Context: an optimization exercise on an open-source flow, tuned for small area, a short achievable clock period and few clock cycles per item. The choices shown serve that exercise and are no tape-out recipe.
Where RTL was checked, it was by simulation tests only, not by an equivalence proof against the original.
The clock port is modelled as an ideal driver; clocking choices that lean on that would not hold on a real chip.
Power and IR drop assume default switching activity.

== red ==
==> flow/design.v <==
module jpc_idecode(
    input  wire        clk,
    input  wire        rst,
    input  wire [31:0] instr_I,
    input  wire        instr_valid_I,
    input  wire        decode_ready_I,
    output wire        instr_ready_O,
    output wire [6:0]  opcode_O,
    output wire [2:0]  funct3_O,
    output wire [4:0]  rd_O,
    output wire [31:0] imm32_O,
    output wire [4:0]  rs1_O,
    output wire [4:0]  rs2_O,
    output wire [6:0]  funct7_O,
    output wire        ecall_O,
    output wire        ebreak_O,
    output wire        fence_O,
    output wire        fence_i_O,
    output wire        error_O,
    output reg         decode_valid_O
);
    assign instr_ready_O = decode_ready_I;
    always @(posedge clk or posedge rst) begin
        if (rst)
            decode_valid_O <= 1'b0;
        else
            decode_valid_O <= instr_valid_I & decode_ready_I;
    end
    wire [31:0] i  = instr_I;
    wire [6:0]  op = i[6:0];
    wire        s  = i[31];
    wire op_opimm = (op == 7'b0010011);
    wire op_load  = (op == 7'b0000011);
    wire op_jalr  = (op == 7'b1100111);
    wire op_store = (op == 7'b0100011);
    wire op_br    = (op == 7'b1100011);
    wire op_jal   = (op == 7'b1101111);
    wire op_lui   = (op == 7'b0110111);
    wire op_auipc = (op == 7'b0010111);
    wire op_op    = (op == 7'b0110011);
    wire op_sys   = (op == 7'b1110011);
    wire op_fence = (op == 7'b0001111);
    wire fmt_i = op_opimm | op_load | op_jalr;
    wire fmt_u = op_lui | op_auipc;
    wire upper_zero = (i[31:21] == 11'd0);
    wire d_imm0  = (fmt_i & i[20]) | (op_store & i[7]) | (fmt_u & i[12]);
    wire d_imm11 = ((fmt_i | op_store) & s) | (op_br & i[7]) | (op_jal & i[20]) | (fmt_u & i[23]);
    wire d_hi    = (fmt_i | op_store | op_br | op_jal) & s;
    wire d_mid   = (fmt_i | op_store | op_br) & s;
    wire d_ij    = fmt_i | op_jal;
    wire d_sb    = op_store | op_br;
    wire d_isbj  = fmt_i | op_store | op_br | op_jal;
    wire d_sysz  = op_sys & upper_zero;
    wire d_fen   = op_fence & (i[14:13] == 2'b00);
    wire d_err   = ~(fmt_i | op_store | op_br | op_jal | fmt_u | op_op | op_sys | op_fence)
                 | (op_jalr & (i[14:12] != 3'b000))
                 | (op_sys & ~upper_zero)
                 | (op_fence & (i[14:13] != 2'b00));
    reg [31:0] ir;
    reg        imm0_r, imm11_r, hi_r, mid_r, ij_r, sb_r, isbj_r, j_r, u_r;
    reg        sysz_r, fen_r, err_r;
    always @(posedge clk) begin
        ir      <= instr_I;
        imm0_r  <= d_imm0;
        imm11_r <= d_imm11;
        hi_r    <= d_hi;
        mid_r   <= d_mid;
        ij_r    <= d_ij;
        sb_r    <= d_sb;
        isbj_r  <= d_isbj;
        j_r     <= op_jal;
        u_r     <= fmt_u;
        sysz_r  <= d_sysz;
        fen_r   <= d_fen;
        err_r   <= d_err;
    end
    assign opcode_O = ir[6:0];
    assign rd_O     = ir[11:7];
    assign funct3_O = ir[14:12];
    assign rs1_O    = ir[19:15];
    assign rs2_O    = ir[24:20];
    assign funct7_O = ir[31:25];
    assign imm32_O[0]     = imm0_r;
    assign imm32_O[4:1]   = ({4{ij_r}} & ir[24:21]) | ({4{sb_r}} & ir[11:8]) | ({4{u_r}} & ir[16:13]);
    assign imm32_O[10:5]  = ({6{isbj_r}} & ir[30:25]) | ({6{u_r}} & ir[22:17]);
    assign imm32_O[11]    = imm11_r;
    assign imm32_O[19:12] = {8{mid_r}} | ({8{j_r}} & ir[19:12]) | ({8{u_r}} & ir[31:24]);
    assign imm32_O[31:20] = {12{hi_r}};
    assign ecall_O   = sysz_r & ~ir[20];
    assign ebreak_O  = sysz_r &  ir[20];
    assign fence_O   = fen_r  & ~ir[12];
    assign fence_i_O = fen_r  &  ir[12];
    assign error_O   = err_r;
endmodule
clock: 5.0 ns
lec_check: 0
cap_margin: 20
core_margin: 2
core_utilization: 40
setup_slack_margin: 2.65
slew_margin: 20
standard.sh (not shown) runs the stock make flow with config.mk's settings and CLKGATE_MAP_FILE= SYNTH_SCRIPT=/design/flow/synth_recipe.tcl, a recipe that flattens the netlist after the stock synthesis.
==> flow/flow/run.sh <==
#!/bin/bash
# The standard layout with three changes:
#  - synthesis maps the logic with an area-oriented ABC script (flow/synth.tcl is the standard flow's
#    standard synthesis script with only ABC's script replaced by flow/abc_area.script);
#  - the port buffers are the platform's smallest plain buffer (buf_1) instead of the
#    default pick, a delay cell;
#  - clock tree synthesis is replaced by flow/clock.tcl: a few clock buffers, each at the
#    centre of a group of nearby flip-flops, driven directly by the clock port.
# Each tool's full output goes to a log of its own in this folder.
set -euo pipefail
HERE=$(pwd)
export MY_ABC_SCRIPT=$HERE/flow/abc_area.script
SYN="SYNTH_SCRIPT=$HERE/flow/synth.tcl"
PORTS="BUFFER_PORTS_ARGS=-buffer_cell sky130_fd_sc_hd__buf_1"
bash standard.sh "$SYN" "$PORTS" place > flow_place.log 2>&1
MARGIN=$(sed -n "s/^export SETUP_SLACK_MARGIN *= *//p" config.mk)
SETUP_SLACK_MARGIN=${MARGIN:-0} RES_DIR=orfs/results/$FLOW_PLATFORM/jpc_idecode/base \
  CLOCK_GROUPS=3 CLOCK_BUF=sky130_fd_sc_hd__clkbuf_8 \
  openroad -no_init -exit flow/clock.tcl > flow_clock.log 2>&1
bash standard.sh "$SYN" "$PORTS" finish > flow_finish.log 2>&1
Other scripts of this flow, unchanged in this note and not shown: flow/flow/abc_area.script, flow/flow/clock.tcl, flow/flow/synth.tcl
Testbench counts of red, summed over its fixed seeds: cycles 12,646, items 12,000.
> inputs changed (red -> blue)
==> flow/design.v <==
module jpc_idecode(
    input  wire        clk,
    input  wire        rst,
    input  wire [31:0] instr_I,
    input  wire        instr_valid_I,
    input  wire        decode_ready_I,
    output wire        instr_ready_O,
    output wire [6:0]  opcode_O,
    output wire [2:0]  funct3_O,
    output wire [4:0]  rd_O,
    output wire [31:0] imm32_O,
    output wire [4:0]  rs1_O,
    output wire [4:0]  rs2_O,
    output wire [6:0]  funct7_O,
    output wire        ecall_O,
    output wire        ebreak_O,
    output wire        fence_O,
    output wire        fence_i_O,
    output wire        error_O,
    output reg         decode_valid_O
);
    assign instr_ready_O = decode_ready_I;
    always @(posedge clk or posedge rst) begin
        if (rst)
            decode_valid_O <= 1'b0;
        else
            decode_valid_O <= instr_valid_I & decode_ready_I;
    end
    wire [31:0] i  = instr_I;
    wire [6:0]  op = i[6:0];
    wire        s  = i[31];
    wire op_opimm = (op == 7'b0010011);
    wire op_load  = (op == 7'b0000011);
    wire op_jalr  = (op == 7'b1100111);
    wire op_store = (op == 7'b0100011);
    wire op_br    = (op == 7'b1100011);
    wire op_jal   = (op == 7'b1101111);
    wire op_lui   = (op == 7'b0110111);
    wire op_auipc = (op == 7'b0010111);
    wire op_op    = (op == 7'b0110011);
    wire op_sys   = (op == 7'b1110011);
    wire op_fence = (op == 7'b0001111);
    wire fmt_i = op_opimm | op_load | op_jalr;
    wire fmt_u = op_lui | op_auipc;
    wire upper_zero = (i[31:21] == 11'd0);
    wire d_imm0  = (fmt_i & i[20]) | (op_store & i[7]) | (fmt_u & i[12]);
    wire d_imm11 = ((fmt_i | op_store) & s) | (op_br & i[7]) | (op_jal & i[20]) | (fmt_u & i[23]);
    wire d_mid   = (fmt_i | op_store | op_br) & s;
    wire d_ij    = fmt_i | op_jal;
    wire d_sb    = op_store | op_br;
    wire d_sysz  = op_sys & upper_zero;
    wire d_fen   = op_fence & (i[14:13] == 2'b00);
    wire d_err   = ~(fmt_i | op_store | op_br | op_jal | fmt_u | op_op | op_sys | op_fence)
                 | (op_jalr & (i[14:12] != 3'b000))
                 | (op_sys & ~upper_zero)
                 | (op_fence & (i[14:13] != 2'b00));
    reg [31:0] ir;
    reg        imm0_r, imm11_r, mid_r, ij_r, sb_r, j_r, u_r;
    reg        sysz_r, fen_r, err_r;
    always @(posedge clk) begin
        ir      <= instr_I;
        imm0_r  <= d_imm0;
        imm11_r <= d_imm11;
        mid_r   <= d_mid;
        ij_r    <= d_ij;
        sb_r    <= d_sb;
        j_r     <= op_jal;
        u_r     <= fmt_u;
        sysz_r  <= d_sysz;
        fen_r   <= d_fen;
        err_r   <= d_err;
    end
    assign opcode_O = ir[6:0];
    assign rd_O     = ir[11:7];
    assign funct3_O = ir[14:12];
    assign rs1_O    = ir[19:15];
    assign rs2_O    = ir[24:20];
    assign funct7_O = ir[31:25];
    wire   isbj = ij_r | sb_r;
    assign imm32_O[0]     = imm0_r;
    assign imm32_O[4:1]   = ({4{ij_r}} & ir[24:21]) | ({4{sb_r}} & ir[11:8]) | ({4{u_r}} & ir[16:13]);
    assign imm32_O[10:5]  = ({6{isbj}} & ir[30:25]) | ({6{u_r}} & ir[22:17]);
    assign imm32_O[11]    = imm11_r;
    assign imm32_O[19:12] = {8{mid_r}} | ({8{j_r}} & ir[19:12]) | ({8{u_r}} & ir[31:24]);
    assign imm32_O[31:20] = {12{isbj & ir[31]}};
    assign ecall_O   = sysz_r & ~ir[20];
    assign ebreak_O  = sysz_r &  ir[20];
    assign fence_O   = fen_r  & ~ir[12];
    assign fence_i_O = fen_r  &  ir[12];
    assign error_O   = err_r;
endmodule
[summary]
Looking at complex-gate fraction of the synthesized area, blue sits 1.0 points above red.
Compared with red, in blue total combinational power saw an increase; number of storage elements in the synthesis netlist saw a decrease; count of cell instances traversed by the critical path saw an increase; net load switching power saw an increase; buffering overhead saw an increase.
blue vs. red: worst-case hold slack comparable; worst setup slack now smaller; final cell utilization of the core now smaller.
Only the layout flow was run in blue; the RTL was not checked for function there.

-- what the ideal ports hide --
The flow's constraints put no driver on any port. The routed layouts listed below were extracted and timed again, unchanged, in two steps.
Step 1: set_driving_cell puts a clkbuf_16 on clk and a buf_2 on each other input, an assumption about the parent block.
Step 2, shift: input delay + t, output delay - t, t = (earliest + latest rising clock arrival at the registers) / 2. This alone moves slack from input paths to output paths.
Slacks: no drivers / after step 1 / after step 2; pairs: no drivers / after step 1.
run | t (ns) | slack for setup (ns) | latest minus earliest clock arrival (ns) | slew at the worst register clock pin (ns) | worst data-port slew with drivers (ns)
red | 0.189 | 2.775 / 2.747 / 2.717 | 0.006 / 0.006 | 0.09 / 0.09 | 0.04
blue | 0.188 | 2.747 / 2.705 / 2.672 | 0.006 / 0.006 | 0.09 / 0.09 | 0.05
After both steps setup and hold are still met in every run listed. For blue, which loses most, drivers alone change the setup slack by -0.042 ns; drivers and shift together by -0.075 ns.
